What follows belongs to an exercise in optimizing a design on an open flow for small area and a short achievable clock period; a production flow would make more cautious choices. RTL that was checked went through simulation tests only; none was proved equivalent to the original. The RTL of runs 1 to 4 and 6 was laid out without a check of its function. No activity file was given, so power comes from the tool's default toggle rates.

==> flow/design.v <==
module fir_retimed #(
    parameter N_TAPS = 4,
    parameter DATA_WIDTH = 18,
    parameter COEFF_WIDTH = 18
) (
    input clk,
    input reset_n,
    input ena,
    input signed [DATA_WIDTH-1:0] data_in,
    output signed [(DATA_WIDTH + COEFF_WIDTH + 2)-1:0] data_out
);
    reg signed [17:0] x0, x1;
    reg signed [18:0] u;
    reg signed [20:0] s2;
    reg signed [21:0] s1;
    reg signed [21:0] s;
    reg signed [23:0] z;
    wire signed [18:0] u_next  = {x0[17], x0} + {x1[17], x1};
    wire signed [20:0] s2_next = {u, 2'b00} - {{3{x1[17]}}, x1};
    wire signed [21:0] s1_next = {s2[20], s2} + {{3{x1[17]}}, x1, 1'b0};
    wire signed [21:0] s_next  = s1 + {{4{x1[17]}}, x1};
    wire signed [23:0] z_next  = {{2{s[21]}}, s} + {s, 2'b00};
    always @(posedge clk or negedge reset_n) begin
        if (!reset_n) begin
            x0 <= 18'd0;
            x1 <= 18'd0;
            u  <= 19'd0;
            s2 <= 21'd0;
            s1 <= 22'd0;
            s  <= 22'd0;
            z  <= 24'd0;
        end else if (ena) begin
            x0 <= data_in;
            x1 <= x0;
            u  <= u_next;
            s2 <= s2_next;
            s1 <= s1_next;
            s  <= s_next;
            z  <= z_next;
        end
    end
    assign data_out = {{13{z[23]}}, z, 1'b0};
endmodule
==> flow/flow/run.sh <==
#!/bin/bash
# The standard layout, with plain buffers (not delay cells) on the ports.
set -euo pipefail
bash standard.sh BUFFER_PORTS_ARGS="-buffer_cell sky130_fd_sc_hd__buf_2" finish > make_finish.log 2>&1
==> flow/standard.sh <==
#!/bin/bash
# synth_recipe.tcl (not shown) runs the flow's synth.tcl, then flattens the netlist and writes it again
# the make line also repeats each setting of config.mk as NAME=value (left out here)
make -C /OpenROAD-flow-scripts/flow DESIGN_CONFIG=/design/flow/config.mk WORK_HOME=/design/flow/orfs CLKGATE_MAP_FILE= SYNTH_SCRIPT=/design/flow/synth_recipe.tcl "${@:-finish}"
==> flow/config.mk <==
export PLATFORM = sky130hd
export DESIGN_NAME = fir_retimed
export DESIGN_NICKNAME = fir_retimed
export VERILOG_FILES = /design/flow/design.v
export SDC_FILE = /design/flow/constraint.sdc
export NUM_CORES = 4
export LEC_CHECK = 0
export CAP_MARGIN = 20
export CORE_MARGIN = 2
export CORE_UTILIZATION = 40
export SETUP_SLACK_MARGIN = 1.8
export SLEW_MARGIN = 20
==> flow/constraint.sdc <==
create_clock -name core_clock -period 4.5 [get_ports {clk}]
set_input_delay 0.9000 -clock core_clock [delete_from_list [all_inputs] [get_ports {clk}]]
set_output_delay 0.9000 -clock core_clock [all_outputs]
set_load 0.01 [all_outputs]
==> flow_results.xml, run 1 <==
<?xml version="1.0" encoding="UTF-8"?>
<metrics>
  <group name="outcome">
    <metric name="status" unit="">finished clean</metric>
  </group>
  <group name="pwr">
    <metric name="p_total" unit="mW">8.53</metric>
    <metric name="pwr-share-clk" unit="%">16.6</metric>
    <metric name="vdd_ir_drop_max" unit="mV">0.296</metric>
    <metric name="sequential_power_share" unit="%">25.6</metric>
    <metric name="swShare" unit="%">41.5</metric>
    <metric name="p_switching" unit="mW">3.54</metric>
    <metric name="power-per-cell-area" unit="nW/um^2">732</metric>
    <metric name="power_leakage" unit="nW">5.27</metric>
    <metric name="p_comb_share" unit="%">57.7</metric>
    <metric name="intPower" unit="mW">4.99</metric>
  </group>
  <group name="clock_network">
    <metric name="h-tree-depth" unit="">4</metric>
    <metric name="clk-insertion-delay-late" unit="ns">0.42</metric>
    <metric name="cts-root-to-sink-buffers" unit="">2</metric>
    <metric name="clkTransAtPathRegs" unit="ns">0.07</metric>
    <metric name="ctsRootBufferMaster" unit="">sky130_fd_sc_hd__clkbuf_16</metric>
    <metric name="cts.hold.buffers_added" unit="">0</metric>
    <metric name="cts_num_sinks" unit="">144</metric>
    <metric name="cts_tree" unit="">yes</metric>
    <metric name="tritoncts.num_buffers" unit="">17</metric>
  </group>
  <group name="critical_path">
    <metric name="critical_path.startpoint_type" unit="">register</metric>
    <metric name="critPathMaxFanout" unit="">5</metric>
    <metric name="endpoint_kind" unit="">register</metric>
    <metric name="worstPathRequired" unit="ns">4.81</metric>
    <metric name="r2r_cells" unit="">9</metric>
    <metric name="rrSetupSlack" unit="ns">1.84</metric>
    <metric name="worstPathArrival" unit="ns">2.97</metric>
    <metric name="worst_setup_path_type" unit="">reg2reg</metric>
    <metric name="timing.rr.start" unit="">x1[2]$_DFFE_PN0P_</metric>
    <metric name="rr_endpoint" unit="">s[16]$_DFFE_PN0P_</metric>
  </group>
  <group name="timing">
    <metric name="finalHoldViolations" unit="">0</metric>
    <metric name="finClkSkew" unit="ns">0.0107</metric>
    <metric name="setup_tns" unit="ns">0</metric>
    <metric name="finalCritPeriodShare" unit="%">59.1</metric>
    <metric name="maxClockFrequency" unit="MHz">376</metric>
    <metric name="max-slew-margin-rel" unit="%">38.3</metric>
    <metric name="worst_pin_slew" unit="ns">0.926</metric>
    <metric name="slew_viol_final" unit="">0</metric>
    <metric name="timing.final.setup_violations" unit="">0</metric>
    <metric name="final.min_clock_period" unit="ns">2.66</metric>
    <metric name="unrepaired_setup_endpoints_after_global_routing" unit="">true</metric>
  </group>
  <group name="floorplan">
    <metric name="dieArea" unit="um^2">27200</metric>
    <metric name="io-pin-count" unit="">59</metric>
    <metric name="die-height" unit="um">165</metric>
    <metric name="core_region_area" unit="um^2">25300</metric>
    <metric name="core.rowCount" unit="">58</metric>
    <metric name="die_width" unit="um">165</metric>
    <metric name="initial_core_util" unit="%">40.9</metric>
  </group>
  <group name="yosys">
    <metric name="yosysTopAreaCell" unit="">sky130_fd_sc_hd__dfrtp_1</metric>
    <metric name="postSynthAreaPerCell" unit="um^2">9.38</metric>
    <metric name="mapped_nets" unit="">1226</metric>
    <metric name="synth_async_sr_flop_share" unit="%">100</metric>
    <metric name="synth-edff-count" unit="">0</metric>
    <metric name="synth_flop_cell" unit="">sky130_fd_sc_hd__dfrtp_1</metric>
    <metric name="synthesis.area" unit="um^2">10300</metric>
    <metric name="synthTopCellsByArea" unit="">sky130_fd_sc_hd__dfrtp_1, sky130_fd_sc_hd__ha_1, sky130_fd_sc_hd__mux2_2</metric>
    <metric name="post_synth_inst_count" unit="">1102</metric>
    <metric name="yosys_warnings" unit="">1</metric>
    <metric name="synth.yosys.seq_area_share" unit="%">34.8</metric>
    <metric name="post_synth_num_cell_types" unit="">77</metric>
    <metric name="yosysTopAreaCellShare" unit="%">34.8</metric>
    <metric name="yosys_register_bits" unit="">144</metric>
  </group>
  <group name="global_route">
    <metric name="via_count_of_the_first_global_routing_pass" unit="">7681</metric>
    <metric name="grt_antenna_before_repair" unit="">0</metric>
    <metric name="wire_length_of_the_first_global_routing_pass" unit="um">37100</metric>
    <metric name="grt_remaining_overflow" unit="">0</metric>
    <metric name="grt_max_degree" unit="">98</metric>
    <metric name="grt_util_all_layers" unit="%">16.8</metric>
  </group>
  <group name="final_layout">
    <metric name="filler_cell_count" unit="">2405</metric>
    <metric name="drive_above_1_share" unit="%">18.8</metric>
    <metric name="antenna_cells" unit="">0</metric>
    <metric name="final_common_cell" unit="">sky130_fd_sc_hd__dfrtp_1</metric>
    <metric name="final_cell_mix" unit="">sky130_fd_sc_hd__dfrtp_1, sky130_fd_sc_hd__ha_1, sky130_fd_sc_hd__a21oi_1, sky130_fd_sc_hd__nand2_1, sky130_fd_sc_hd__mux2_2</metric>
    <metric name="p_r_area_growth_vs_syn" unit="%">12.7</metric>
    <metric name="final-instance-count-excl-fill" unit="">1487</metric>
    <metric name="final_nets" unit="">1268</metric>
  </group>
  <group name="route">
    <metric name="viasPerCell" unit="">5.47</metric>
    <metric name="wirelength" unit="um">22200</metric>
    <metric name="vias" unit="">8130</metric>
    <metric name="drt-wirelength-per-cell" unit="um">14.9</metric>
    <metric name="drt_iter0_markers" unit="">438</metric>
    <metric name="detail_route.first_pass.iterations" unit="">5</metric>
    <metric name="detail_route.drc_violations" unit="">0</metric>
    <metric name="detail-route-antenna-nets" unit="">0</metric>
  </group>
  <group name="placement">
    <metric name="hpwl" unit="um">16200</metric>
    <metric name="numPlacedInstances" unit="">1447</metric>
    <metric name="gp_congestion" unit="">0.844</metric>
    <metric name="placement.io_buffers" unit="">57</metric>
  </group>
  <group name="hold_path">
    <metric name="hold_path.startpoint" unit="">z[10]$_DFFE_PN0P_</metric>
    <metric name="hold_path_depth" unit="">2</metric>
    <metric name="whs_endpoint" unit="">z[10]$_DFFE_PN0P_</metric>
    <metric name="hold_path_class" unit="">reg2reg</metric>
  </group>
  <group name="flow_run">
    <metric name="cap_viol_max_count" unit="">0</metric>
  </group>
</metrics>
==> power by group through the flow <==
stage | Clock, mW | Combinational [mW] | Sequential (mW)
after floorplan | 0 | 3.89 | 2.15
after global placement | 0 | 4.75 | 2.20
after detailed placement | 0 | 4.78 | 2.22
after CTS | 1.46 | 4.83 | 2.19
after global routing | 1.51 | 5.54 | 2.26
final | 1.42 | 4.92 | 2.19
==> registers in the layout, indices dropped and copies added, names as in the netlist <==
signal  count
z          24
s          22
u          19
x1         18
s2         21
s1         22
x0         18
==> routing by layer <==
metal  track usage (%)  vias up  part of all wire (%)
met3              2.76       16                   2.6
met2              27.3      118                    45
li1                  -     4155                     -
met5                 0        -                     0
met4              3.87        0                  0.98
met1              23.3     3841                    51
==> cell families (layout without fill, tap and decap cells) <==
group                    Yosys count  in the layout  share of synthesized area, %
adder cells (fa/ha/maj)          103            103                          12.8
AO/OA/AOI/OAI                    337            337                          21.5
other                              1              1                        0.0363
XOR/XNOR                          55             55                          4.66
multiplexers                      74             74                          8.01
buffers and inverters            110            165                          4.50
flip-flops                       144            144                          34.8
AND/OR/NAND/NOR                  278            278                          13.7
==> critical path, stage by stage, from the launching register on <==
cell,delay (ns)
sky130_fd_sc_hd__dfrtp_1,0.40
sky130_fd_sc_hd__buf_4,0.15
sky130_fd_sc_hd__ha_1,0.33
sky130_fd_sc_hd__nor2b_1,0.16
sky130_fd_sc_hd__o31a_1,0.31
sky130_fd_sc_hd__o211ai_1,0.38
sky130_fd_sc_hd__a21oi_1,0.15
sky130_fd_sc_hd__a41o_1,0.28
sky130_fd_sc_hd__xnor2_1,0.13
sky130_fd_sc_hd__mux2_2,0.26
==> per-stage QoR <==
stage          area (um^2)  hold slack, ns  util, %  worst slack (ns)
2_1_floorplan        10300           0.450        -              2.05
3_3_place_gp         10900           0.462     43.0              1.66
6_report             11700           0.477     46.2              1.84
4_1_cts              11500           0.480     45.4              1.77
3_5_place_dp         10900           0.465     43.0              1.65
5_1_grt              11700           0.498     46.2              1.74
==> synthesized netlist by cell type, drive strengths merged, types with 6 or more instances <==
cell type and n:
nand2 83, or4 6, o311ai 6, nor2b 14, dfrtp 144, mux2 70
a21oi 86, nor4 8, xnor2 41, xor2 14, nor2 53, a211o 7
nor3b 7, and3 14, nor3 11, o211ai 9, a211oi 18, a31oi 10
nand3 22, buf 16, o31ai 13, or2 8, o221ai 6, ha 99
nand4 15, o21a 14, or3 9, inv 61, o21bai 10, clkbuf 32
a21o 38, o21ai 75, nand2b 12
==> worst max path at each step <==
stage	cells past startpoint	to	slack [ns]	startpoint
2_1_floorplan	9	s1[13]$_DFFE_PN0P_	2.05	x1[0]$_DFFE_PN0P_
3_3_place_gp	5	s1[20]$_DFFE_PN0P_	1.66	ena
3_5_place_dp	5	s1[20]$_DFFE_PN0P_	1.65	ena
4_1_cts	9	s2[18]$_DFFE_PN0P_	1.77	x1[5]$_DFFE_PN0P_
5_1_grt	9	z[20]$_DFFE_PN0P_	1.74	s[2]$_DFFE_PN0P_
6_report	9	s[16]$_DFFE_PN0P_	1.84	x1[2]$_DFFE_PN0P_
==> what timing repair did <==
item | 4_1_cts | 5_1_grt
pin swaps | 0 | 6
endpoints found under the setup margin | 10 | 25
buffers inserted | 0 | 8
gates resized for setup | 5 | 25
endpoints found under the hold margin | 0 | 0
==> area by class of cell <==
type                       count  area [um^2]  area share, %
clock buffer                  20          457           3.92
clock inverter                12          135           1.16
inverter                      62          233           2.00
multi-input combinational    848         6380           54.7
sequential                   144         3610           31.0
tap                          330          413           3.54
timing repair buffer          71          428           3.67
==> inputs of run 2 (changes only) <==
--- a/flow/config.mk
+++ b/flow/config.mk
@@ -10,3 +10,3 @@
 export CORE_UTILIZATION = 40
-export SETUP_SLACK_MARGIN = 1.8
+export SETUP_SLACK_MARGIN = 2.4
 export SLEW_MARGIN = 20
==> run 2 against run 1 <==
  * Wire length rose by 17%
  * Clock-buffer cell count is 3 lower
  * Non-clock buffer count grew 97
  * Critical path type unchanged
==> flow_results.xml, run 2 <==
<?xml version="1.0" encoding="UTF-8"?>
<metrics>
  <group name="outcome">
    <metric name="status" unit="">finished clean</metric>
  </group>
  <group name="final_layout">
    <metric name="drive_above_1_share" unit="%">39.6</metric>
    <metric name="biggestRegsByFlops" unit="">z x24, s1 x22, s x22</metric>
    <metric name="final_nets" unit="">1365</metric>
    <metric name="filler_cell_count" unit="">2207</metric>
    <metric name="final_cell_mix" unit="">sky130_fd_sc_hd__dfrtp_1, sky130_fd_sc_hd__buf_4, sky130_fd_sc_hd__nand2_1</metric>
    <metric name="layout.area.seq" unit="um^2">3630</metric>
    <metric name="final_core_utilization" unit="%">54.7</metric>
    <metric name="final_common_cell" unit="">sky130_fd_sc_hd__dfrtp_1</metric>
    <metric name="antenna_cells" unit="">0</metric>
    <metric name="p_r_area_growth_vs_syn" unit="%">33.6</metric>
    <metric name="largest-register" unit="">z</metric>
    <metric name="largest_register_ffs" unit="">24</metric>
    <metric name="multi_input_comb_area" unit="um^2">7670</metric>
  </group>
  <group name="yosys">
    <metric name="synth_async_sr_flop_share" unit="%">100</metric>
    <metric name="complex_gate_fraction_of_the_synthesized_area" unit="%">21.5</metric>
    <metric name="synth.most_common_cell" unit="">sky130_fd_sc_hd__dfrtp_1</metric>
    <metric name="postSynthAreaPerCell" unit="um^2">9.38</metric>
    <metric name="synth.yosys.seq_area_share" unit="%">34.8</metric>
    <metric name="synthTopCellsByArea" unit="">sky130_fd_sc_hd__dfrtp_1, sky130_fd_sc_hd__ha_1, sky130_fd_sc_hd__mux2_2</metric>
    <metric name="post_synth_fa_ha_maj_area_fraction" unit="%">12.8</metric>
    <metric name="synth_xor_area_share" unit="%">4.66</metric>
    <metric name="post_synth_inst_count" unit="">1102</metric>
    <metric name="synthMuxAreaShare" unit="%">8.01</metric>
    <metric name="synth-edff-count" unit="">0</metric>
    <metric name="post_synth_num_cell_types" unit="">77</metric>
    <metric name="yosysTopAreaCellShare" unit="%">34.8</metric>
    <metric name="yosysTopAreaCell" unit="">sky130_fd_sc_hd__dfrtp_1</metric>
    <metric name="synth_simple_gate_area_share" unit="%">13.7</metric>
    <metric name="ys_top_cells_by_count" unit="">sky130_fd_sc_hd__dfrtp_1, sky130_fd_sc_hd__ha_1, sky130_fd_sc_hd__a21oi_1</metric>
    <metric name="mapped_nets" unit="">1226</metric>
    <metric name="yosys_warnings" unit="">1</metric>
    <metric name="dominant_combinational_cell_family_by_area_after_synthesis" unit="">compound AO/OA/AOI/OAI gates</metric>
    <metric name="synth_flop_cell" unit="">sky130_fd_sc_hd__dfrtp_1</metric>
    <metric name="synthesis.area" unit="um^2">10300</metric>
    <metric name="yosys_register_bits" unit="">144</metric>
  </group>
  <group name="clock_network">
    <metric name="clkTransAtPathRegs" unit="ns">0.07</metric>
    <metric name="cts_num_sinks" unit="">144</metric>
    <metric name="cts-root-to-sink-buffers" unit="">2</metric>
    <metric name="cts.hold.buffers_added" unit="">0</metric>
    <metric name="cts_tree" unit="">yes</metric>
    <metric name="clk-insertion-delay-late" unit="ns">0.43</metric>
    <metric name="ctsRootBufferMaster" unit="">sky130_fd_sc_hd__clkbuf_16</metric>
    <metric name="h-tree-depth" unit="">4</metric>
    <metric name="tritoncts.num_buffers" unit="">17</metric>
  </group>
  <group name="route">
    <metric name="detail_route.first_pass.iterations" unit="">4</metric>
    <metric name="detail_route.drc_violations" unit="">0</metric>
    <metric name="viasPerCell" unit="">5.54</metric>
    <metric name="detail-route-antenna-nets" unit="">0</metric>
    <metric name="drt_iter0_markers" unit="">393</metric>
    <metric name="drt-wirelength-per-cell" unit="um">16.4</metric>
    <metric name="wirelength" unit="um">26000</metric>
    <metric name="vias" unit="">8772</metric>
  </group>
  <group name="timing">
    <metric name="finalCritPeriodShare" unit="%">55.7</metric>
    <metric name="setup_slack" unit="ns">1.99</metric>
    <metric name="unrepaired_setup_endpoints_after_global_routing" unit="">true</metric>
    <metric name="worst_pin_slew" unit="ns">0.720</metric>
    <metric name="slew_viol_final" unit="">0</metric>
    <metric name="holdWs" unit="ns">0.466</metric>
    <metric name="final.min_clock_period" unit="ns">2.51</metric>
    <metric name="finClkSkew" unit="ns">0.0120</metric>
    <metric name="timing.final.setup_violations" unit="">0</metric>
    <metric name="max-slew-margin-rel" unit="%">52.0</metric>
    <metric name="finalHoldViolations" unit="">0</metric>
    <metric name="setup_tns" unit="ns">0</metric>
    <metric name="maxClockFrequency" unit="MHz">399</metric>
  </group>
  <group name="critical_path">
    <metric name="endpoint_kind" unit="">register</metric>
    <metric name="worstPathRequired" unit="ns">4.81</metric>
    <metric name="critPathMaxFanout" unit="">5</metric>
    <metric name="worst_setup_path_type" unit="">reg2reg</metric>
    <metric name="worstPathArrival" unit="ns">2.82</metric>
    <metric name="rrSetupSlack" unit="ns">1.99</metric>
    <metric name="critical_path.startpoint_type" unit="">register</metric>
  </group>
  <group name="pwr">
    <metric name="vdd_ir_drop_max" unit="mV">0.330</metric>
    <metric name="power_leakage" unit="nW">5.94</metric>
    <metric name="p_total" unit="mW">10.5</metric>
    <metric name="power-per-cell-area" unit="nW/um^2">759</metric>
  </group>
  <group name="placement">
    <metric name="detailedPlace.worstSlack" unit="ns">1.83</metric>
    <metric name="gp_congestion" unit="">0.797</metric>
    <metric name="hpwl" unit="um">16500</metric>
    <metric name="placement.io_buffers" unit="">57</metric>
  </group>
  <group name="floorplan">
    <metric name="core_region_area" unit="um^2">25300</metric>
    <metric name="initial_core_util" unit="%">40.9</metric>
    <metric name="core.rowCount" unit="">58</metric>
    <metric name="die_width" unit="um">165</metric>
    <metric name="dieArea" unit="um^2">27200</metric>
    <metric name="die-height" unit="um">165</metric>
    <metric name="io-pin-count" unit="">59</metric>
  </group>
  <group name="global_route">
    <metric name="via_count_of_the_first_global_routing_pass" unit="">8569</metric>
    <metric name="wire_length_of_the_first_global_routing_pass" unit="um">41800</metric>
    <metric name="grt_max_degree" unit="">75</metric>
    <metric name="grt_remaining_overflow" unit="">0</metric>
    <metric name="grt_antenna_before_repair" unit="">0</metric>
    <metric name="grt_util_all_layers" unit="%">19.1</metric>
  </group>
  <group name="hold_path">
    <metric name="hold_path_class" unit="">in2async</metric>
  </group>
  <group name="flow_run">
    <metric name="cap_viol_max_count" unit="">0</metric>
  </group>
</metrics>
-- run 2: cell counts after synthesis --
Identical to the previous run, type by type.
-- run 2: cell families (layout without fill, tap and decap cells) --
group / count (synthesis) / count (layout)
AOI/OAI and AO/OA: 337 / 337
xor gates and xnor gates: 55 / 55
adders and majority gates: 103 / 103
buffers and inverters: 110 / 262
DFF: 144 / 144
muxes: 74 / 74
other: 1 / 1
and+or+nand+nor: 278 / 278
-- run 2: what timing repair did --
item                                    in CTS  in global routing
setup buffers                               70                 35
resized for setup                          169                103
endpoints found under the setup margin      79                 88
cloned                                       0                  0
pin swaps                                   72                106
-- run 2: path summary, 6_finish.rpt --
kind | from | end | cells after the start
setup / recovery | x1[0]$_DFFE_PN0P_ | u[10]$_DFFE_PN0P_ | 11
hold / removal | reset_n | x0[17]$_DFFE_PN0P_ | 1
setup reg to reg | x1[0]$_DFFE_PN0P_ | u[10]$_DFFE_PN0P_ | 11
hold reg to reg | z[6]$_DFFE_PN0P_ | z[6]$_DFFE_PN0P_ | 1
max in group asynchronous | reset_n | z[23]$_DFFE_PN0P_ | 2
min in group core_clock | z[6]$_DFFE_PN0P_ | z[6]$_DFFE_PN0P_ | 1
-- run 2: report_power, final --
| part | internal, mW | switching, mW | total, mW |
|---|---|---|---|
| Clock | 0.835 | 0.628 | 1.46 |
| Combinational | 3.45 | 3.31 | 6.76 |
| Sequential | 1.83 | 0.442 | 2.27 |
-- run 2: area by class of cell --
class / count / share of cell area, %
Multi-Input combinational cell: 848 / 55.5
Sequential cell: 144 / 26.3
Timing Repair Buffer: 168 / 9.14
Clock buffer: 17 / 3.08
Tap cell: 330 / 2.99
Inverter: 62 / 1.72
Clock inverter: 15 / 1.26
-- run 2: per-layer routing --
layer  GRT usage, %  part of all wire [%]  wire length (um)  vias up
met5              0                     0                 0        -
met4           4.43                   1.5               379        0
met3           3.14                   2.6               667       29
met2           33.0                    48             12600      139
met1           25.1                    47             12300     4258
li1               -                     -                 -     4346
-- run 2: per-stage QoR --
stage,instances,area [um^2]
2_1_floorplan,1102,10600
3_3_place_gp,1447,11100
3_5_place_dp,1447,11100
4_1_cts,1549,13000
5_1_grt,1584,13800
6_report,1584,13800
-- run 2: critical path, cell delays in order (launching register included) --
cell and delay, ns:
sky130_fd_sc_hd__dfrtp_2 0.48, sky130_fd_sc_hd__buf_4 0.17, sky130_fd_sc_hd__ha_4 0.17, sky130_fd_sc_hd__inv_2 0.07, sky130_fd_sc_hd__fa_2 0.23, sky130_fd_sc_hd__nand2b_4 0.15, sky130_fd_sc_hd__a21oi_4 0.06, sky130_fd_sc_hd__or3_4 0.36
sky130_fd_sc_hd__a31o_1 0.21, sky130_fd_sc_hd__a21oi_2 0.16, sky130_fd_sc_hd__xnor2_1 0.08, sky130_fd_sc_hd__mux2_2 0.26
==> inputs of run 3 (changes only) <==
--- a/flow/config.mk
+++ b/flow/config.mk
@@ -7,2 +7,3 @@
 export LEC_CHECK = 0
+export ABC_AREA = 1
 export CAP_MARGIN = 20
@@ -10,3 +11,3 @@
 export CORE_UTILIZATION = 40
-export SETUP_SLACK_MARGIN = 2.4
+export SETUP_SLACK_MARGIN = 1.8
 export SLEW_MARGIN = 20
==> run 3 against run 2 <==
  * Power down 20%
  * Combinational power down 28%
  * Sequential share of layout area up 1.6 points
  * Synthesized cell count up 60%
  * Clock power about the same
==> flow_results.xml, run 3 <==
<?xml version="1.0" encoding="UTF-8"?>
<metrics>
  <group name="critical_path">
    <metric name="worstPathArrival" unit="ns">2.66</metric>
    <metric name="critical_path.startpoint_type" unit="">register</metric>
    <metric name="worst_setup_path_endpoint" unit="">s[16]$_DFFE_PN0P_</metric>
    <metric name="worst_setup_path_type" unit="">reg2reg</metric>
    <metric name="timing.rr.start" unit="">x1[1]$_DFFE_PN0P_</metric>
    <metric name="rr_endpoint" unit="">s[16]$_DFFE_PN0P_</metric>
    <metric name="worstPathRequired" unit="ns">4.83</metric>
    <metric name="critPathMaxFanout" unit="">5</metric>
    <metric name="critical_path_origin" unit="">x1[1]$_DFFE_PN0P_</metric>
    <metric name="rrSetupSlack" unit="ns">2.16</metric>
    <metric name="r2r_cells" unit="">12</metric>
    <metric name="endpoint_kind" unit="">register</metric>
  </group>
  <group name="yosys">
    <metric name="synth_flop_cell" unit="">sky130_fd_sc_hd__dfrtp_1</metric>
    <metric name="synth-edff-count" unit="">0</metric>
    <metric name="yosys_register_bits" unit="">144</metric>
    <metric name="synth.most_common_cell" unit="">sky130_fd_sc_hd__nand2_1</metric>
    <metric name="mapped_nets" unit="">1887</metric>
    <metric name="synth.yosys.seq_area_share" unit="%">30.8</metric>
    <metric name="postSynthAreaPerCell" unit="um^2">6.65</metric>
    <metric name="synthesis.area" unit="um^2">11700</metric>
    <metric name="yosys_warnings" unit="">1</metric>
    <metric name="yosysTopAreaCell" unit="">sky130_fd_sc_hd__dfrtp_1</metric>
    <metric name="ys_top_cells_by_count" unit="">sky130_fd_sc_hd__nand2_1, sky130_fd_sc_hd__inv_1, sky130_fd_sc_hd__dfrtp_1</metric>
    <metric name="post_synth_inst_count" unit="">1763</metric>
    <metric name="synth_async_sr_flop_share" unit="%">100</metric>
    <metric name="synthTopCellsByArea" unit="">sky130_fd_sc_hd__dfrtp_1, sky130_fd_sc_hd__nand2_1, sky130_fd_sc_hd__ha_1</metric>
    <metric name="yosysTopAreaCellShare" unit="%">30.8</metric>
    <metric name="post_synth_num_cell_types" unit="">39</metric>
  </group>
  <group name="pwr">
    <metric name="swShare" unit="%">47.5</metric>
    <metric name="power_leakage" unit="nW">6.97</metric>
    <metric name="sequential_power_share" unit="%">24.8</metric>
    <metric name="p_comb_share" unit="%">57.6</metric>
    <metric name="p_switching" unit="mW">4.00</metric>
    <metric name="pwr-share-clk" unit="%">17.6</metric>
    <metric name="vdd_ir_drop_max" unit="mV">0.265</metric>
    <metric name="power-per-cell-area" unit="nW/um^2">651</metric>
    <metric name="intPower" unit="mW">4.41</metric>
  </group>
  <group name="final_layout">
    <metric name="antenna_cells" unit="">0</metric>
    <metric name="largest-register" unit="">z</metric>
    <metric name="final_cell_mix" unit="">sky130_fd_sc_hd__nand2_1, sky130_fd_sc_hd__inv_1, sky130_fd_sc_hd__dfrtp_1</metric>
    <metric name="final-instance-count-excl-fill" unit="">2197</metric>
    <metric name="p_r_area_growth_vs_syn" unit="%">10.3</metric>
    <metric name="final_common_cell" unit="">sky130_fd_sc_hd__nand2_1</metric>
    <metric name="drive_above_1_share" unit="%">8.77</metric>
    <metric name="largest_register_ffs" unit="">24</metric>
    <metric name="biggestRegsByFlops" unit="">z x24, s1 x22, s x22</metric>
    <metric name="final_nets" unit="">1924</metric>
    <metric name="filler_cell_count" unit="">3075</metric>
  </group>
  <group name="clock_network">
    <metric name="cts_num_sinks" unit="">144</metric>
    <metric name="h-tree-depth" unit="">4</metric>
    <metric name="cts-root-to-sink-buffers" unit="">2</metric>
    <metric name="cts_tree" unit="">yes</metric>
    <metric name="clk-insertion-delay-late" unit="ns">0.45</metric>
    <metric name="ctsRootBufferMaster" unit="">sky130_fd_sc_hd__clkbuf_16</metric>
    <metric name="cts.hold.buffers_added" unit="">0</metric>
    <metric name="postCtsSetupBuffers" unit="">0</metric>
    <metric name="post_cts_resized" unit="">0</metric>
    <metric name="tritoncts.num_buffers" unit="">17</metric>
    <metric name="clkTransAtPathRegs" unit="ns">0.07</metric>
  </group>
  <group name="route">
    <metric name="vias" unit="">10759</metric>
    <metric name="drt-wirelength-per-cell" unit="um">14.0</metric>
    <metric name="drt_iter0_markers" unit="">470</metric>
    <metric name="detail-route-antenna-nets" unit="">0</metric>
    <metric name="detail_route.first_pass.iterations" unit="">5</metric>
    <metric name="wirelength" unit="um">30700</metric>
    <metric name="detail_route.drc_violations" unit="">0</metric>
    <metric name="viasPerCell" unit="">4.90</metric>
  </group>
  <group name="global_route">
    <metric name="grt_antenna_before_repair" unit="">0</metric>
    <metric name="wire_length_of_the_first_global_routing_pass" unit="um">51100</metric>
    <metric name="grt_remaining_overflow" unit="">0</metric>
    <metric name="globalRouteMet3Util" unit="%">2.57</metric>
    <metric name="gr-max-usage-layer" unit="">met2</metric>
    <metric name="grtUsageMet2" unit="%">39.4</metric>
    <metric name="globalRouteMet1Util" unit="%">23.3</metric>
    <metric name="grt_max_degree" unit="">101</metric>
    <metric name="grt_util_all_layers" unit="%">20.7</metric>
    <metric name="via_count_of_the_first_global_routing_pass" unit="">10660</metric>
  </group>
  <group name="hold_path">
    <metric name="hold_path_class" unit="">reg2reg</metric>
  </group>
  <group name="timing">
    <metric name="setup_tns" unit="ns">0</metric>
    <metric name="timing.final.setup_violations" unit="">0</metric>
    <metric name="finalHoldViolations" unit="">0</metric>
    <metric name="slew_viol_final" unit="">0</metric>
    <metric name="unrepaired_setup_endpoints_after_global_routing" unit="">false</metric>
    <metric name="finClkSkew" unit="ns">0.0210</metric>
    <metric name="finalCritPeriodShare" unit="%">51.9</metric>
    <metric name="maxClockFrequency" unit="MHz">428</metric>
    <metric name="final.min_clock_period" unit="ns">2.34</metric>
    <metric name="worst_pin_slew" unit="ns">0.956</metric>
    <metric name="holdWs" unit="ns">0.473</metric>
    <metric name="max-slew-margin-rel" unit="%">36.3</metric>
  </group>
  <group name="placement">
    <metric name="gp_congestion" unit="">0.915</metric>
    <metric name="numPlacedInstances" unit="">2165</metric>
    <metric name="hpwl" unit="um">23800</metric>
    <metric name="placement.io_buffers" unit="">57</metric>
  </group>
  <group name="outcome">
    <metric name="status" unit="">finished clean</metric>
  </group>
  <group name="floorplan">
    <metric name="initial_core_util" unit="%">40.7</metric>
    <metric name="io-pin-count" unit="">59</metric>
    <metric name="core.rowCount" unit="">62</metric>
    <metric name="core_region_area" unit="um^2">28800</metric>
    <metric name="die-height" unit="um">175</metric>
    <metric name="die_width" unit="um">175</metric>
    <metric name="dieArea" unit="um^2">30700</metric>
  </group>
  <group name="flow_run">
    <metric name="cap_viol_max_count" unit="">0</metric>
  </group>
</metrics>
run 3: changes by cell type in the layout (fill, tap and decap cells not counted), moves of 21 or more:
cell                       change
sky130_fd_sc_hd__buf_6        -26
sky130_fd_sc_hd__nand3_1     +103
sky130_fd_sc_hd__buf_4        -77
sky130_fd_sc_hd__mux2_2       -64
sky130_fd_sc_hd__nand3b_1     +36
sky130_fd_sc_hd__a21oi_2      -23
sky130_fd_sc_hd__a21o_1       -38
sky130_fd_sc_hd__dfrtp_2      -21
sky130_fd_sc_hd__dfrtp_1      +21
sky130_fd_sc_hd__nor2_1       +63
sky130_fd_sc_hd__ha_1         +50
sky130_fd_sc_hd__ha_4         -39
sky130_fd_sc_hd__nand2_1     +646
sky130_fd_sc_hd__inv_1       +141
run 3: how the worst min path moves through the flow:
stage	from	endpoint	slack, ns	cells past startpoint
floorplan	s1[2]$_DFFE_PN0P_	s1[2]$_DFFE_PN0P_	0.45	2
global placement	z[20]$_DFFE_PN0P_	z[20]$_DFFE_PN0P_	0.46	2
detailed placement	z[16]$_DFFE_PN0P_	z[16]$_DFFE_PN0P_	0.46	2
CTS	z[16]$_DFFE_PN0P_	z[16]$_DFFE_PN0P_	0.48	2
global route	z[17]$_DFFE_PN0P_	z[17]$_DFFE_PN0P_	0.50	2
finish	z[16]$_DFFE_PN0P_	z[16]$_DFFE_PN0P_	0.47	2
run 3: power by group through the flow:
stage	Combinational [mW]	Clock [mW]	Sequential (mW)
2_1_floorplan	3.78	0	2.07
3_3_place_gp	4.82	0	2.10
3_5_place_dp	4.85	0	2.11
4_1_cts	4.88	1.52	2.09
5_1_grt	5.58	1.56	2.14
6_report	4.85	1.48	2.08
run 3: through the flow:
stage / cell area [um^2] / setup slack [ns] / utilization (%) / total power, mW
2_1_floorplan: 11700 / 2.65 / - / 5.84
3_3_place_gp: 12300 / 1.91 / 42.8 / 6.92
3_5_place_dp: 12300 / 1.91 / 42.8 / 6.96
4_1_cts: 12900 / 2.18 / 44.9 / 8.48
5_1_grt: 12900 / 1.96 / 44.9 / 9.28
6_report: 12900 / 2.16 / 44.9 / 8.41
run 3: final cells by class:
cell class | count | area [um^2] | share of cell area [%]
inverters | 197 | 742 | 5.74
clock buffers | 18 | 429 | 3.32
clock inverters | 14 | 169 | 1.31
flip-flops and latches | 144 | 3600 | 27.9
well taps | 384 | 480 | 3.72
repair buffers | 63 | 352 | 2.72
multi-input cells | 1377 | 7140 | 55.3
run 3: cell families (layout without fill, tap and decap cells):
kind of cell,after synthesis,in the layout,share of synthesized area (%)
buffers and inverters,242,292,8.29
DFF,144,144,30.8
and+or+nand+nor,1086,1086,39.9
AOI/OAI and AO/OA,155,155,7.40
adders and majority gates,103,103,11.3
other,1,1,0.0320
xor gates and xnor gates,32,32,2.39
run 3: worst max-delay path, stage by stage (launching register included):
cell	delay, ns
sky130_fd_sc_hd__dfrtp_1	0.54
sky130_fd_sc_hd__inv_1	0.24
sky130_fd_sc_hd__fa_1	0.45
sky130_fd_sc_hd__inv_1	0.14
sky130_fd_sc_hd__nand3_1	0.09
sky130_fd_sc_hd__nand3_1	0.17
sky130_fd_sc_hd__nand2_1	0.08
sky130_fd_sc_hd__nand2_1	0.13
sky130_fd_sc_hd__nand3b_1	0.12
sky130_fd_sc_hd__nand2_1	0.07
sky130_fd_sc_hd__nand2_1	0.04
sky130_fd_sc_hd__nand3_1	0.07
sky130_fd_sc_hd__nand2_1	0.06
run 3: routing by layer:
layer  wire length, um  share of wire, %
met1             13300                43
met3               665               2.2
met5                 0                 0
met4               915               3.0
met2             15900                52
==> inputs of run 4 (changes only) <==
--- a/flow/config.mk
+++ b/flow/config.mk
@@ -7,6 +7,5 @@
 export LEC_CHECK = 0
-export ABC_AREA = 1
 export CAP_MARGIN = 20
 export CORE_MARGIN = 2
-export CORE_UTILIZATION = 40
+export CORE_UTILIZATION = 65
 export SETUP_SLACK_MARGIN = 1.8
==> run 4 against run 3 <==
  * Clock power hardly changed
  * Clock skew is 0.014 ns lower
  * Combinational power is 3% higher
  * Sequential cell count stayed put
  * Power is 3.3% higher
  * Hold slack better by 0.0020 ns
  * Core utilization is 29 points higher
==> flow_results.xml, run 4 <==
<?xml version="1.0" encoding="UTF-8"?>
<metrics>
  <group name="outcome">
    <metric name="status" unit="">finished clean</metric>
  </group>
  <group name="route">
    <metric name="drt_iter0_markers" unit="">441</metric>
    <metric name="detail-route-antenna-nets" unit="">0</metric>
    <metric name="detail_route.drc_violations" unit="">0</metric>
    <metric name="viasPerCell" unit="">5.98</metric>
    <metric name="vias" unit="">8202</metric>
    <metric name="drt-wirelength-per-cell" unit="um">15.8</metric>
    <metric name="wirelength" unit="um">21600</metric>
    <metric name="detail_route.first_pass.iterations" unit="">5</metric>
  </group>
  <group name="final_layout">
    <metric name="p_r_area_growth_vs_syn" unit="%">11.9</metric>
    <metric name="antenna_cells" unit="">0</metric>
    <metric name="final-instance-count-excl-fill" unit="">1371</metric>
    <metric name="final_nets" unit="">1267</metric>
    <metric name="stdcell_area" unit="um^2">11600</metric>
    <metric name="largest-register" unit="">z</metric>
    <metric name="final_cell_mix" unit="">sky130_fd_sc_hd__dfrtp_1, sky130_fd_sc_hd__ha_1, sky130_fd_sc_hd__nand2_1</metric>
    <metric name="final_common_cell" unit="">sky130_fd_sc_hd__dfrtp_1</metric>
    <metric name="largest_register_ffs" unit="">24</metric>
    <metric name="filler_cell_count" unit="">1195</metric>
    <metric name="drive_above_1_share" unit="%">19.0</metric>
    <metric name="biggestRegsByFlops" unit="">z x24, s1 x22, s x22</metric>
  </group>
  <group name="timing">
    <metric name="maxClockFrequency" unit="MHz">377</metric>
    <metric name="setup_tns" unit="ns">0</metric>
    <metric name="unrepaired_setup_endpoints_after_global_routing" unit="">true</metric>
    <metric name="slew_viol_final" unit="">0</metric>
    <metric name="final.min_clock_period" unit="ns">2.65</metric>
    <metric name="timing.final.setup_violations" unit="">0</metric>
    <metric name="finClkSkew" unit="ns">0.00664</metric>
    <metric name="finalHoldViolations" unit="">0</metric>
    <metric name="worst_pin_slew" unit="ns">0.803</metric>
    <metric name="finalCritPeriodShare" unit="%">58.9</metric>
    <metric name="max-slew-margin-rel" unit="%">46.5</metric>
  </group>
  <group name="yosys">
    <metric name="synth.yosys.seq_area_share" unit="%">34.8</metric>
    <metric name="postSynthAreaPerCell" unit="um^2">9.38</metric>
    <metric name="yosys_register_bits" unit="">144</metric>
    <metric name="ys_top_cells_by_count" unit="">sky130_fd_sc_hd__dfrtp_1, sky130_fd_sc_hd__ha_1, sky130_fd_sc_hd__a21oi_1</metric>
    <metric name="post_synth_num_cell_types" unit="">77</metric>
    <metric name="mapped_nets" unit="">1226</metric>
    <metric name="synth_async_sr_flop_share" unit="%">100</metric>
    <metric name="synthesis.area" unit="um^2">10300</metric>
    <metric name="yosysTopAreaCell" unit="">sky130_fd_sc_hd__dfrtp_1</metric>
    <metric name="post_synth_inst_count" unit="">1102</metric>
    <metric name="synthTopCellsByArea" unit="">sky130_fd_sc_hd__dfrtp_1, sky130_fd_sc_hd__ha_1, sky130_fd_sc_hd__mux2_2</metric>
    <metric name="synth_flop_cell" unit="">sky130_fd_sc_hd__dfrtp_1</metric>
    <metric name="synth-edff-count" unit="">0</metric>
    <metric name="synth.most_common_cell" unit="">sky130_fd_sc_hd__dfrtp_1</metric>
    <metric name="yosys_warnings" unit="">1</metric>
    <metric name="yosysTopAreaCellShare" unit="%">34.8</metric>
  </group>
  <group name="clock_network">
    <metric name="cts_num_sinks" unit="">144</metric>
    <metric name="h-tree-depth" unit="">4</metric>
    <metric name="clk-insertion-delay-late" unit="ns">0.42</metric>
    <metric name="clkTransAtPathRegs" unit="ns">0.06</metric>
    <metric name="tritoncts.num_buffers" unit="">17</metric>
    <metric name="cts.hold.buffers_added" unit="">0</metric>
    <metric name="cts-root-to-sink-buffers" unit="">2</metric>
    <metric name="ctsRootBufferMaster" unit="">sky130_fd_sc_hd__clkbuf_16</metric>
    <metric name="cts_tree" unit="">yes</metric>
  </group>
  <group name="critical_path">
    <metric name="critical_path.startpoint_type" unit="">register</metric>
    <metric name="worst_setup_path_type" unit="">reg2reg</metric>
    <metric name="timing.critical_path.slowest_cell_delay" unit="ns">0.43</metric>
    <metric name="worstPathBufferInverterCount" unit="">1</metric>
    <metric name="cells_along_the_critical_path" unit="">inv_1, ha_1, or2_4, a211o_1, o221ai_4, a21boi_2, or4_4, a2111o_1, nand3_1</metric>
    <metric name="worstPathArrival" unit="ns">3.01</metric>
    <metric name="slowest_stage" unit="">sky130_fd_sc_hd__or4_4</metric>
    <metric name="critPathMaxFanout" unit="">5</metric>
    <metric name="critical-path-top-delay-family" unit="">compound AO/OA/AOI/OAI gates</metric>
    <metric name="worstPathRequired" unit="ns">4.86</metric>
    <metric name="endpoint_kind" unit="">register</metric>
  </group>
  <group name="floorplan">
    <metric name="core_region_area" unit="um^2">15700</metric>
    <metric name="die-height" unit="um">130</metric>
    <metric name="dieArea" unit="um^2">16900</metric>
    <metric name="initial_core_util" unit="%">65.8</metric>
    <metric name="die_width" unit="um">130</metric>
    <metric name="core.rowCount" unit="">46</metric>
    <metric name="io-pin-count" unit="">59</metric>
  </group>
  <group name="pwr">
    <metric name="power-per-cell-area" unit="nW/um^2">751</metric>
    <metric name="power_leakage" unit="nW">5.27</metric>
    <metric name="vdd_ir_drop_max" unit="mV">0.329</metric>
  </group>
  <group name="global_route">
    <metric name="grt_antenna_before_repair" unit="">0</metric>
    <metric name="grt_remaining_overflow" unit="">0</metric>
    <metric name="grt_util_all_layers" unit="%">26.4</metric>
    <metric name="wire_length_of_the_first_global_routing_pass" unit="um">36000</metric>
    <metric name="grt_max_degree" unit="">99</metric>
    <metric name="via_count_of_the_first_global_routing_pass" unit="">7787</metric>
  </group>
  <group name="placement">
    <metric name="placement.io_buffers" unit="">57</metric>
    <metric name="numPlacedInstances" unit="">1333</metric>
    <metric name="hpwl" unit="um">15300</metric>
    <metric name="dpl_cell_area" unit="um^2">10700</metric>
    <metric name="gp_congestion" unit="">0.887</metric>
  </group>
  <group name="flow_run">
    <metric name="cap_viol_max_count" unit="">0</metric>
  </group>
  <group name="hold_path">
    <metric name="hold_path_class" unit="">reg2reg</metric>
  </group>
</metrics>
-- run 4: power breakdown --
part | total [mW] | switching [mW] | internal, mW
registers | 2.18 | 0.363 | 1.82
logic | 4.99 | 2.65 | 2.35
clock network | 1.51 | 0.545 | 0.969
-- run 4: logic make-up (layout without fill, tap and decap cells) --
kind of cell / after synthesis / after routing / share of synthesized area [%]
AOI/OAI and AO/OA: 337 / 337 / 21.5
xor gates and xnor gates: 55 / 55 / 4.66
adders and majority gates: 103 / 103 / 12.8
buffers and inverters: 110 / 163 / 4.50
DFF: 144 / 144 / 34.8
muxes: 74 / 74 / 8.01
other: 1 / 1 / 0.0363
and+or+nand+nor: 278 / 278 / 13.7
-- run 4: stage by stage --
step / total power [mW] / setup slack (ns) / hold WS, ns / utilization, %
final: 8.69 / 1.85 / 0.475 / 73.6
after global routing: 9.45 / 1.73 / 0.497 / 73.6
after CTS: 8.55 / 1.77 / 0.478 / 72.4
after detailed placement: 6.97 / 1.44 / 0.463 / 68.2
after global placement: 6.85 / 1.47 / 0.459 / 68.2
after floorplan: 6.04 / 2.05 / 0.450 / -
-- run 4: path summary, 6_finish.rpt --
check                                        from                 end  slack (ns)  depth (start not counted)
worst min register to register  z[16]$_DFFE_PN0P_   z[16]$_DFFE_PN0P_        0.48                          2
worst max register to register  x1[7]$_DFFE_PN0P_  s2[18]$_DFFE_PN0P_        1.85                          9
worst max-delay path            x1[7]$_DFFE_PN0P_  s2[18]$_DFFE_PN0P_        1.85                          9
min in group asynchronous                 reset_n    z[1]$_DFFE_PN0P_        0.50                          1
max in group asynchronous                 reset_n  x1[10]$_DFFE_PN0P_        3.13                          2
worst min-delay path            z[16]$_DFFE_PN0P_   z[16]$_DFFE_PN0P_        0.48                          2
-- run 4: what timing repair did --
item	CTS	global route
buffers inserted	0	7
endpoints found under the hold margin	0	0
setup endpoints to repair	12	25
pin swaps	1	11
resized for setup	8	33
-- run 4: worst min-delay path: cells and delay by family (launching register included) --
| family | cells | cell delay [ns] |
|---|---|---|
| AOI/OAI and AO/OA | 1 | 0.05 |
| DFF | 1 | 0.34 |
| and+or+nand+nor | 1 | 0.05 |
-- run 4: cell type report --
| cell class | instances | area (um^2) | area share, % |
|---|---|---|---|
| Multi-Input combinational cell | 848 | 6420 | 55.5 |
| Sequential cell | 144 | 3610 | 31.2 |
| Clock buffer | 22 | 474 | 4.10 |
| Timing Repair Buffer | 70 | 395 | 3.42 |
| Tap cell | 216 | 270 | 2.34 |
| Inverter | 62 | 235 | 2.03 |
| Clock inverter | 9 | 156 | 1.35 |
-- run 4: metal layers --
metal	share of wire (%)	GRT usage [%]	vias to the layer above	wire length (um)
li1	-	-	4144	-
met1	47	34.4	3880	10100
met2	49	45.6	159	10500
met3	3.4	3.69	19	730
met4	1.5	8.35	0	314
met5	0	0	-	0
==> inputs of run 5 (changes only) <==
--- a/flow/design.v
+++ b/flow/design.v
@@ -11,2 +11,3 @@
 );
+    localparam KIND = 0;
     reg signed [17:0] x0, x1;
@@ -17,7 +18,19 @@
     reg signed [23:0] z;
-    wire signed [18:0] u_next  = {x0[17], x0} + {x1[17], x1};
-    wire signed [20:0] s2_next = {u, 2'b00} - {{3{x1[17]}}, x1};
-    wire signed [21:0] s1_next = {s2[20], s2} + {{3{x1[17]}}, x1, 1'b0};
-    wire signed [21:0] s_next  = s1 + {{4{x1[17]}}, x1};
-    wire signed [23:0] z_next  = {{2{s[21]}}, s} + {s, 2'b00};
+    wire [18:0] u_next;
+    wire [20:0] s2_next;
+    wire [21:0] s1_next;
+    wire [21:0] s_next;
+    wire [23:0] z_next;
+    pfx_add #(.W(19), .KIND(KIND)) add_u (
+        .a({x0[17], x0}), .b({x1[17], x1}), .ci(1'b0), .s(u_next));
+    pfx_add #(.W(21), .KIND(KIND)) add_s2 (
+        .a({u, 2'b00}), .b(~{{3{x1[17]}}, x1}), .ci(1'b1), .s(s2_next));
+    pfx_add #(.W(21), .KIND(KIND)) add_s1 (
+        .a({s2[20], s2[20:1]}), .b({{3{x1[17]}}, x1}), .ci(1'b0), .s(s1_next[21:1]));
+    assign s1_next[0] = s2[0];
+    pfx_add #(.W(22), .KIND(KIND)) add_s (
+        .a(s1), .b({{4{x1[17]}}, x1}), .ci(1'b0), .s(s_next));
+    pfx_add #(.W(22), .KIND(KIND)) add_z (
+        .a({s[21], s[21], s[21:2]}), .b(s), .ci(1'b0), .s(z_next[23:2]));
+    assign z_next[1:0] = s[1:0];
     always @(posedge clk or negedge reset_n) begin
@@ -43 +56,46 @@
 endmodule
+module pfx_add #(parameter W = 22, parameter KIND = 0) (
+    input  [W-1:0] a,
+    input  [W-1:0] b,
+    input          ci,
+    output [W-1:0] s
+);
+    reg [W-1:0] g, p, p0;
+    integer i, l, j;
+    always @* begin
+        p0 = a ^ b;
+        g  = a & b;
+        p  = p0;
+        g[0] = g[0] | (p[0] & ci);
+        if (KIND == 0) begin
+            for (l = 1; (1 << l) <= 2*W; l = l + 1)
+                for (j = (1 << l) - 1; j < W; j = j + (1 << l)) begin
+                    g[j] = g[j] | (p[j] & g[j - (1 << (l-1))]);
+                    p[j] = p[j] & p[j - (1 << (l-1))];
+                end
+            for (l = 12; l > 0; l = l - 1)
+                for (j = (1 << l) + (1 << (l-1)) - 1; j < W; j = j + (1 << l)) begin
+                    g[j] = g[j] | (p[j] & g[j - (1 << (l-1))]);
+                    p[j] = p[j] & p[j - (1 << (l-1))];
+                end
+        end else if (KIND == 1) begin
+            for (l = 0; (1 << l) < W; l = l + 1)
+                for (i = W - 1; i >= 0; i = i - 1)
+                    if ((i >> l) & 1) begin
+                        j = ((i >> l) << l) - 1;
+                        g[i] = g[i] | (p[i] & g[j]);
+                        p[i] = p[i] & p[j];
+                    end
+        end else if (KIND == 2) begin
+            for (l = 0; (1 << l) < W; l = l + 1)
+                for (i = W - 1; i >= (1 << l); i = i - 1) begin
+                    g[i] = g[i] | (p[i] & g[i - (1 << l)]);
+                    p[i] = p[i] & p[i - (1 << l)];
+                end
+        end else begin
+            for (i = 1; i < W; i = i + 1)
+                g[i] = g[i] | (p[i] & g[i-1]);
+        end
+    end
+    assign s = p0 ^ {g[W-2:0], ci};
+endmodule
==> flow/run.sh (new file) <==
#!/bin/bash
# synth_recipe.tcl (not shown) runs the flow's synth.tcl, then flattens the netlist and writes it again
# the make line also repeats each setting of config.mk as NAME=value (left out here)
make -C /OpenROAD-flow-scripts/flow DESIGN_CONFIG=/design/flow/config.mk WORK_HOME=/design/flow/orfs CLKGATE_MAP_FILE= SYNTH_SCRIPT=/design/flow/synth_recipe.tcl finish
--- a/flow/config.mk
+++ b/flow/config.mk
@@ -9,3 +9,3 @@
 export CORE_MARGIN = 2
-export CORE_UTILIZATION = 65
+export CORE_UTILIZATION = 40
 export SETUP_SLACK_MARGIN = 1.8
removed: flow/flow/run.sh
removed: flow/standard.sh
==> run 5 against run 4 <==
  * Still clean on timing, DRC and antenna
  * Clock power shrank 13%
  * Sequential share of layout area grew 0.40 points
  * Non-clock buffer count grew 39
  * Global-route usage shrank 11 points
  * Clock-buffer cell count fell by 4
  * Critical path depth rose by 2
  * Critical path type unchanged
  * Largest cell class unchanged
==> flow_results.xml, run 5 <==
<?xml version="1.0" encoding="UTF-8"?>
<metrics>
  <group name="outcome">
    <metric name="status" unit="">finished clean</metric>
  </group>
  <group name="timing">
    <metric name="setup_slack" unit="ns">1.65</metric>
    <metric name="finalCritPeriodShare" unit="%">63.2</metric>
    <metric name="final.min_clock_period" unit="ns">2.85</metric>
    <metric name="unrepaired_setup_endpoints_after_global_routing" unit="">true</metric>
    <metric name="max-slew-margin-rel" unit="%">37.4</metric>
    <metric name="setup_tns" unit="ns">0</metric>
    <metric name="slew_viol_final" unit="">0</metric>
    <metric name="finClkSkew" unit="ns">0.0114</metric>
    <metric name="worst_pin_slew" unit="ns">0.938</metric>
    <metric name="timing.final.setup_violations" unit="">0</metric>
    <metric name="maxClockFrequency" unit="MHz">351</metric>
    <metric name="finalHoldViolations" unit="">0</metric>
  </group>
  <group name="clock_network">
    <metric name="cts-root-to-sink-buffers" unit="">2</metric>
    <metric name="h-tree-depth" unit="">4</metric>
    <metric name="cts_tree" unit="">yes</metric>
    <metric name="tritoncts.num_buffers" unit="">17</metric>
    <metric name="cts_num_sinks" unit="">144</metric>
    <metric name="ctsRootBufferMaster" unit="">sky130_fd_sc_hd__clkbuf_16</metric>
    <metric name="clk-insertion-delay-late" unit="ns">0.43</metric>
    <metric name="clkTransAtPathRegs" unit="ns">0.06</metric>
  </group>
  <group name="pwr">
    <metric name="intPower" unit="mW">5.07</metric>
    <metric name="p_total" unit="mW">8.18</metric>
    <metric name="power_leakage" unit="nW">5.24</metric>
    <metric name="sequential_power_share" unit="%">27.9</metric>
    <metric name="vdd_ir_drop_max" unit="mV">0.327</metric>
    <metric name="swShare" unit="%">38.0</metric>
    <metric name="p_switching" unit="mW">3.11</metric>
    <metric name="power-per-cell-area" unit="nW/um^2">714</metric>
    <metric name="pwr-share-clk" unit="%">16.0</metric>
    <metric name="p_comb_share" unit="%">56.1</metric>
  </group>
  <group name="final_layout">
    <metric name="final_nets" unit="">1088</metric>
    <metric name="stdcell_area" unit="um^2">11500</metric>
    <metric name="largest-register" unit="">z</metric>
    <metric name="biggestRegsByFlops" unit="">z x24, s1 x22, s x22</metric>
    <metric name="largest_register_ffs" unit="">24</metric>
    <metric name="final_common_cell" unit="">sky130_fd_sc_hd__dfrtp_1</metric>
    <metric name="antenna_cells" unit="">0</metric>
    <metric name="final_cell_mix" unit="">sky130_fd_sc_hd__dfrtp_1, sky130_fd_sc_hd__ha_1, sky130_fd_sc_hd__inv_1</metric>
    <metric name="p_r_area_growth_vs_syn" unit="%">23.2</metric>
    <metric name="drive_above_1_share" unit="%">27.0</metric>
  </group>
  <group name="critical_path">
    <metric name="cells_along_the_critical_path" unit="">ha_2, fa_2, a21o_1, nand4_1, a21boi_2, o2111ai_2, nand2_2, buf_4, or2_4, fa_2, mux2_2</metric>
    <metric name="rr_endpoint" unit="">s1[17]$_DFFE_PN0P_</metric>
    <metric name="endpoint_kind" unit="">register</metric>
    <metric name="critical_path.startpoint_type" unit="">register</metric>
    <metric name="crit_top_cell" unit="">sky130_fd_sc_hd__fa_2</metric>
    <metric name="worstPathArrival" unit="ns">3.16</metric>
    <metric name="timing.critical_path.slowest_cell_delay" unit="ns">0.44</metric>
    <metric name="worst_setup_path_type" unit="">reg2reg</metric>
    <metric name="slowest_stage" unit="">sky130_fd_sc_hd__fa_2</metric>
    <metric name="worstPathRequired" unit="ns">4.81</metric>
    <metric name="timing.rr.start" unit="">x1[0]$_DFFE_PN0P_</metric>
    <metric name="critPathMaxFanout" unit="">5</metric>
    <metric name="worstPathBufferInverterCount" unit="">1</metric>
    <metric name="rrSetupSlack" unit="ns">1.65</metric>
    <metric name="critical-path-top-delay-family" unit="">adder cells</metric>
    <metric name="r2r_cells" unit="">11</metric>
  </group>
  <group name="yosys">
    <metric name="yosys_register_bits" unit="">144</metric>
    <metric name="synthTopCellsByArea" unit="">sky130_fd_sc_hd__dfrtp_1, sky130_fd_sc_hd__ha_1, sky130_fd_sc_hd__fa_1</metric>
    <metric name="synth.yosys.seq_area_share" unit="%">38.8</metric>
    <metric name="synthesis.area" unit="um^2">9290</metric>
    <metric name="yosysTopAreaCell" unit="">sky130_fd_sc_hd__dfrtp_1</metric>
    <metric name="synth_async_sr_flop_share" unit="%">100</metric>
    <metric name="synth_flop_cell" unit="">sky130_fd_sc_hd__dfrtp_1</metric>
    <metric name="synth-edff-count" unit="">0</metric>
    <metric name="synth.most_common_cell" unit="">sky130_fd_sc_hd__dfrtp_1</metric>
    <metric name="ys_top_cells_by_count" unit="">sky130_fd_sc_hd__dfrtp_1, sky130_fd_sc_hd__ha_1, sky130_fd_sc_hd__inv_1</metric>
    <metric name="yosys_warnings" unit="">4</metric>
    <metric name="yosysTopAreaCellShare" unit="%">38.8</metric>
    <metric name="mapped_nets" unit="">996</metric>
    <metric name="post_synth_inst_count" unit="">832</metric>
    <metric name="post_synth_num_cell_types" unit="">53</metric>
    <metric name="postSynthAreaPerCell" unit="um^2">11.2</metric>
  </group>
  <group name="hold_path">
    <metric name="hold_path.startpoint" unit="">z[20]$_DFFE_PN0P_</metric>
    <metric name="whs_endpoint" unit="">z[20]$_DFFE_PN0P_</metric>
    <metric name="hold_path_class" unit="">reg2reg</metric>
    <metric name="hold_path_depth" unit="">1</metric>
  </group>
  <group name="floorplan">
    <metric name="die-height" unit="um">156</metric>
    <metric name="dieArea" unit="um^2">24500</metric>
    <metric name="core.rowCount" unit="">55</metric>
    <metric name="initial_core_util" unit="%">40.9</metric>
    <metric name="io-pin-count" unit="">59</metric>
    <metric name="core_region_area" unit="um^2">22700</metric>
    <metric name="die_width" unit="um">156</metric>
  </group>
  <group name="route">
    <metric name="detail-route-antenna-nets" unit="">0</metric>
    <metric name="vias" unit="">6101</metric>
    <metric name="detail_route.first_pass.iterations" unit="">4</metric>
    <metric name="viasPerCell" unit="">4.99</metric>
    <metric name="detail_route.drc_violations" unit="">0</metric>
    <metric name="wirelength" unit="um">17400</metric>
    <metric name="drt-wirelength-per-cell" unit="um">14.2</metric>
    <metric name="drt_iter0_markers" unit="">259</metric>
  </group>
  <group name="placement">
    <metric name="dpl_cell_area" unit="um^2">10100</metric>
    <metric name="placement.io_buffers" unit="">57</metric>
    <metric name="gp_congestion" unit="">0.787</metric>
    <metric name="detailedPlace.worstSlack" unit="ns">1.44</metric>
    <metric name="hpwl" unit="um">12200</metric>
  </group>
  <group name="global_route">
    <metric name="grt_max_degree" unit="">103</metric>
    <metric name="grt_remaining_overflow" unit="">0</metric>
    <metric name="grt_util_all_layers" unit="%">15.3</metric>
    <metric name="grt_antenna_before_repair" unit="">0</metric>
    <metric name="wire_length_of_the_first_global_routing_pass" unit="um">30000</metric>
    <metric name="via_count_of_the_first_global_routing_pass" unit="">6172</metric>
  </group>
  <group name="flow_run">
    <metric name="cap_viol_max_count" unit="">0</metric>
  </group>
</metrics>
run 5: kinds of logic (layout without fill, tap and decap cells):
| kind of cell | count (synthesis) | in the layout | synth area share [%] |
|---|---|---|---|
| compound gates | 166 | 166 | 11.8 |
| simple gates | 126 | 126 | 6.03 |
| fa+ha+maj | 143 | 143 | 23.3 |
| xor+xnor | 47 | 47 | 4.43 |
| other cells | 1 | 1 | 0.0403 |
| mux | 88 | 88 | 10.3 |
| buf+inv | 117 | 222 | 5.32 |
| flops | 144 | 144 | 38.8 |
run 5: area by class of cell:
class                      instances  area (um^2)
fill                            2053        11300
multi-input combinational        571         5620
sequential                       144         3620
timing repair buffer             109          983
clock buffer                      18          429
tap                              285          357
inverter                          81          323
clock inverter                    14          118
run 5: metrics by stage:
step           util, %  cells  hold slack [ns]
2_1_floorplan        -    832            0.475
3_3_place_gp      44.5   1143            0.493
3_5_place_dp      44.5   1143            0.497
4_1_cts           48.2   1191            0.512
5_1_grt           50.4   1222            0.528
6_report          50.4   1222            0.505
run 5: layer usage:
layer  GRT usage (%)  vias up  wire [um]
met1            21.9     2966       8860
met2            23.7       67       7850
met3            2.44       21        408
met5               0        -          0
met4            5.11        0        285
li1                -     3047          -
run 5: worst max path at each step:
| stage | from | end | slack, ns | depth (start not counted) |
|---|---|---|---|---|
| detailed placement | x1[9]$_DFFE_PN0P_ | s[21]$_DFFE_PN0P_ | 1.44 | 11 |
| finish | x1[0]$_DFFE_PN0P_ | s1[17]$_DFFE_PN0P_ | 1.65 | 11 |
| global route | x1[0]$_DFFE_PN0P_ | s1[17]$_DFFE_PN0P_ | 1.58 | 11 |
| global placement | x1[0]$_DFFE_PN0P_ | u[16]$_DFFE_PN0P_ | 1.47 | 11 |
| CTS | x1[0]$_DFFE_PN0P_ | s1[19]$_DFFE_PN0P_ | 1.54 | 10 |
| floorplan | x1[9]$_DFFE_PN0P_ | s[21]$_DFFE_PN0P_ | 1.75 | 11 |
run 5: worst reg2reg max path: cells and delay by family (launching register included):
| kind | cells | cell delay, ns |
|---|---|---|
| adder cells (fa/ha/maj) | 3 | 1.00 |
| multiplexers | 1 | 0.26 |
| flip-flops | 1 | 0.43 |
| buffers and inverters | 1 | 0.14 |
| AO/OA/AOI/OAI | 3 | 0.48 |
| AND/OR/NAND/NOR | 3 | 0.43 |
run 5: timing repair:
action | in CTS | in global routing
pin swaps | 28 | 53
gates cloned | 0 | 0
hold buffers | 0 | 0
endpoints found under the hold margin | 0 | 0
gates resized for setup | 43 | 69
endpoints found under the setup margin | 45 | 49
buffers inserted | 16 | 31
run 5: power by group through the flow:
stage                     clock, mW  combinational [mW]  sequential, mW
final                          1.31                4.59            2.28
after global routing           1.42                5.21            2.37
after floorplan                   0                3.03            2.21
after global placement            0                3.86            2.27
after detailed placement          0                3.95            2.28
after CTS                      1.36                4.23            2.28
==> inputs of run 6 (changes only) <==
--- a/flow/design.v
+++ b/flow/design.v
@@ -11,3 +11,3 @@
 );
-    localparam KIND = 0;
+    localparam KIND = 2;
     reg signed [17:0] x0, x1;
==> run 6 against run 5 <==
  * Sequential power down 4%
  * Power increased by 10%
  * Sequential cell count is the same
  * Critical path type unchanged
  * Largest power group unchanged
==> flow_results.xml, run 6 <==
<?xml version="1.0" encoding="UTF-8"?>
<metrics>
  <group name="outcome">
    <metric name="status" unit="">finished clean</metric>
  </group>
  <group name="global_route">
    <metric name="grt_util_all_layers" unit="%">16.6</metric>
    <metric name="grt_antenna_before_repair" unit="">0</metric>
  </group>
  <group name="final_layout">
    <metric name="final_common_cell" unit="">sky130_fd_sc_hd__dfrtp_1</metric>
    <metric name="final_cell_mix" unit="">sky130_fd_sc_hd__dfrtp_1, sky130_fd_sc_hd__ha_1, sky130_fd_sc_hd__a21oi_1</metric>
    <metric name="multi_input_comb_area" unit="um^2">6300</metric>
    <metric name="final_core_utilization" unit="%">47.4</metric>
    <metric name="antenna_cells" unit="">0</metric>
    <metric name="final_nets" unit="">1205</metric>
  </group>
  <group name="critical_path">
    <metric name="worstPathArrival" unit="ns">2.99</metric>
    <metric name="worst_setup_path_type" unit="">reg2reg</metric>
    <metric name="worstPathRequired" unit="ns">4.82</metric>
    <metric name="endpoint_kind" unit="">register</metric>
    <metric name="timing.critical_path.slowest_cell_delay" unit="ns">0.40</metric>
    <metric name="cells_along_the_critical_path" unit="">ha_2, fa_2, a211oi_4, o211ai_1, a31oi_4, nor2b_1, o41a_1, or3_1, a31o_1</metric>
  </group>
  <group name="clock_network">
    <metric name="clkTransAtPathRegs" unit="ns">0.06</metric>
    <metric name="cts.hold.buffers_added" unit="">0</metric>
    <metric name="clk-insertion-delay-late" unit="ns">0.43</metric>
    <metric name="h-tree-depth" unit="">4</metric>
  </group>
  <group name="floorplan">
    <metric name="die_width" unit="um">163</metric>
    <metric name="core_region_area" unit="um^2">25000</metric>
    <metric name="initial_core_util" unit="%">40.4</metric>
    <metric name="dieArea" unit="um^2">26500</metric>
    <metric name="core.rowCount" unit="">58</metric>
  </group>
  <group name="route">
    <metric name="detail-route-antenna-nets" unit="">0</metric>
    <metric name="vias" unit="">7689</metric>
    <metric name="wirelength" unit="um">21500</metric>
    <metric name="detail_route.first_pass.iterations" unit="">4</metric>
    <metric name="drt_iter0_markers" unit="">371</metric>
    <metric name="detail_route.drc_violations" unit="">0</metric>
  </group>
  <group name="placement">
    <metric name="hpwl" unit="um">15400</metric>
    <metric name="dpl_cell_area" unit="um^2">10900</metric>
    <metric name="gp_congestion" unit="">0.831</metric>
  </group>
  <group name="yosys">
    <metric name="synth_xor_area_share" unit="%">5.73</metric>
    <metric name="synth.yosys.seq_area_share" unit="%">35.7</metric>
    <metric name="yosysTopAreaCell" unit="">sky130_fd_sc_hd__dfrtp_1</metric>
    <metric name="post_synth_inst_count" unit="">1028</metric>
    <metric name="synthMuxAreaShare" unit="%">8.62</metric>
    <metric name="synth.most_common_cell" unit="">sky130_fd_sc_hd__dfrtp_1</metric>
    <metric name="postSynthAreaPerCell" unit="um^2">9.82</metric>
    <metric name="synth_flop_cell" unit="">sky130_fd_sc_hd__dfrtp_1</metric>
    <metric name="synth_async_sr_flop_share" unit="%">100</metric>
  </group>
  <group name="flow_run">
    <metric name="cap_viol_max_count" unit="">0</metric>
  </group>
  <group name="pwr">
    <metric name="power-per-cell-area" unit="nW/um^2">760</metric>
  </group>
  <group name="timing">
    <metric name="finalCritPeriodShare" unit="%">59.4</metric>
    <metric name="slew_viol_final" unit="">0</metric>
    <metric name="setup_tns" unit="ns">0</metric>
    <metric name="finClkSkew" unit="ns">0.0122</metric>
  </group>
  <group name="hold_path">
    <metric name="hold_path_class" unit="">reg2reg</metric>
  </group>
</metrics>
-- run 6: worst max-delay path: cells and delay by family (launching register included) --
kind | cells | cell delay [ns]
and+or+nand+nor | 2 | 0.39
AOI/OAI and AO/OA | 5 | 1.19
DFF | 1 | 0.40
adders and majority gates | 2 | 0.57
-- run 6: cell type report --
class	instances	share of cell area, %
repair buffers	75	5.98
well taps	330	3.49
clock inverters	12	1.51
multi-input cells	801	53.2
flip-flops and latches	144	30.5
inverters	42	1.33
clock buffers	20	3.94
-- run 6: logic make-up (layout without fill, tap and decap cells) --
family,after synthesis,count (layout)
DFF,144,144
and+or+nand+nor,219,219
xor gates and xnor gates,66,66
AOI/OAI and AO/OA,335,335
other,1,1
adders and majority gates,103,103
buffers and inverters,83,149
muxes,77,77
-- run 6: per-layer routing --
| metal | track usage, % | vias up | wire (um) |
|---|---|---|---|
| met5 | 0 | - | 0 |
| met2 | 27.7 | 106 | 9930 |
| met1 | 22.1 | 3652 | 10900 |
| met4 | 4.38 | 0 | 227 |
| met3 | 2.85 | 16 | 518 |
| li1 | - | 3915 | - |
-- run 6: repair_timing --
action / CTS / global route
setup endpoints to repair: 15 / 27
gates resized for setup: 13 / 24
buffers inserted: 7 / 5
endpoints found under the hold margin: 0 / 0
pin swaps: 10 / 15
gates cloned: 0 / 0
-- run 6: per-stage QoR --
step                      instances  power [mW]  setup slack (ns)
after CTS                      1419        8.90              1.78
after global routing           1424        9.76              1.70
after floorplan                1028        6.09              1.82
final                          1424        8.99              1.83
after global placement         1380        7.15              1.56
after detailed placement       1380        7.21              1.52
-- run 6: path summary, 6_finish.rpt --
path	startpoint	end	slack, ns	cells after the start
min in group asynchronous	reset_n	z[4]$_DFFE_PN0P_	0.57	1
max in group asynchronous	reset_n	x1[5]$_DFFE_PN0P_	3.01	2
max	s[2]$_DFFE_PN0P_	z[16]$_DFFE_PN0P_	1.83	9
min	s1[14]$_DFFE_PN0P_	s1[14]$_DFFE_PN0P_	0.49	2
max reg2reg	s[2]$_DFFE_PN0P_	z[16]$_DFFE_PN0P_	1.83	9
min reg2reg	s1[14]$_DFFE_PN0P_	s1[14]$_DFFE_PN0P_	0.49	2
-- run 6: where the power goes --
group | total, mW | switching [mW] | leakage, nW | internal [mW]
sequential | 2.19 | 0.370 | 1.69 | 1.82
combinational | 5.25 | 2.63 | 3.20 | 2.62
clock | 1.56 | 0.580 | 0.309 | 0.976
total | 8.99 | 3.58 | 5.20 | 5.41

[what the ideal ports hide]
In the flow no input, the clock included, has a driving cell. The finished layouts below were timed again as built, in two steps.
Step 1, drivers: a clkbuf_16 drives clk and a buf_2 each remaining input, both assumed.
Step 2 also shifts input and output timing later by t, the mid clock arrival at the registers, as if the neighbouring blocks saw the same clock.
Three values: no drivers, after step 1, after step 2; two values: the first two.
| run | shift t [ns] | setup WS [ns] |
|---|---|---|
| run 1 | 0.461 | 1.842 / 1.842 / 1.625 |
| run 2 | 0.473 | 1.995 / 1.995 / 1.986 |
| run 3 | 0.491 | 2.164 / 2.164 / 1.905 |
| run 4 | 0.466 | 1.850 / 1.850 / 1.531 |
| run 5 | 0.460 | 1.654 / 1.654 / 1.654 |
| run 6 | 0.471 | 1.829 / 1.829 / 1.829 |
After both steps every run listed still meets setup and hold.
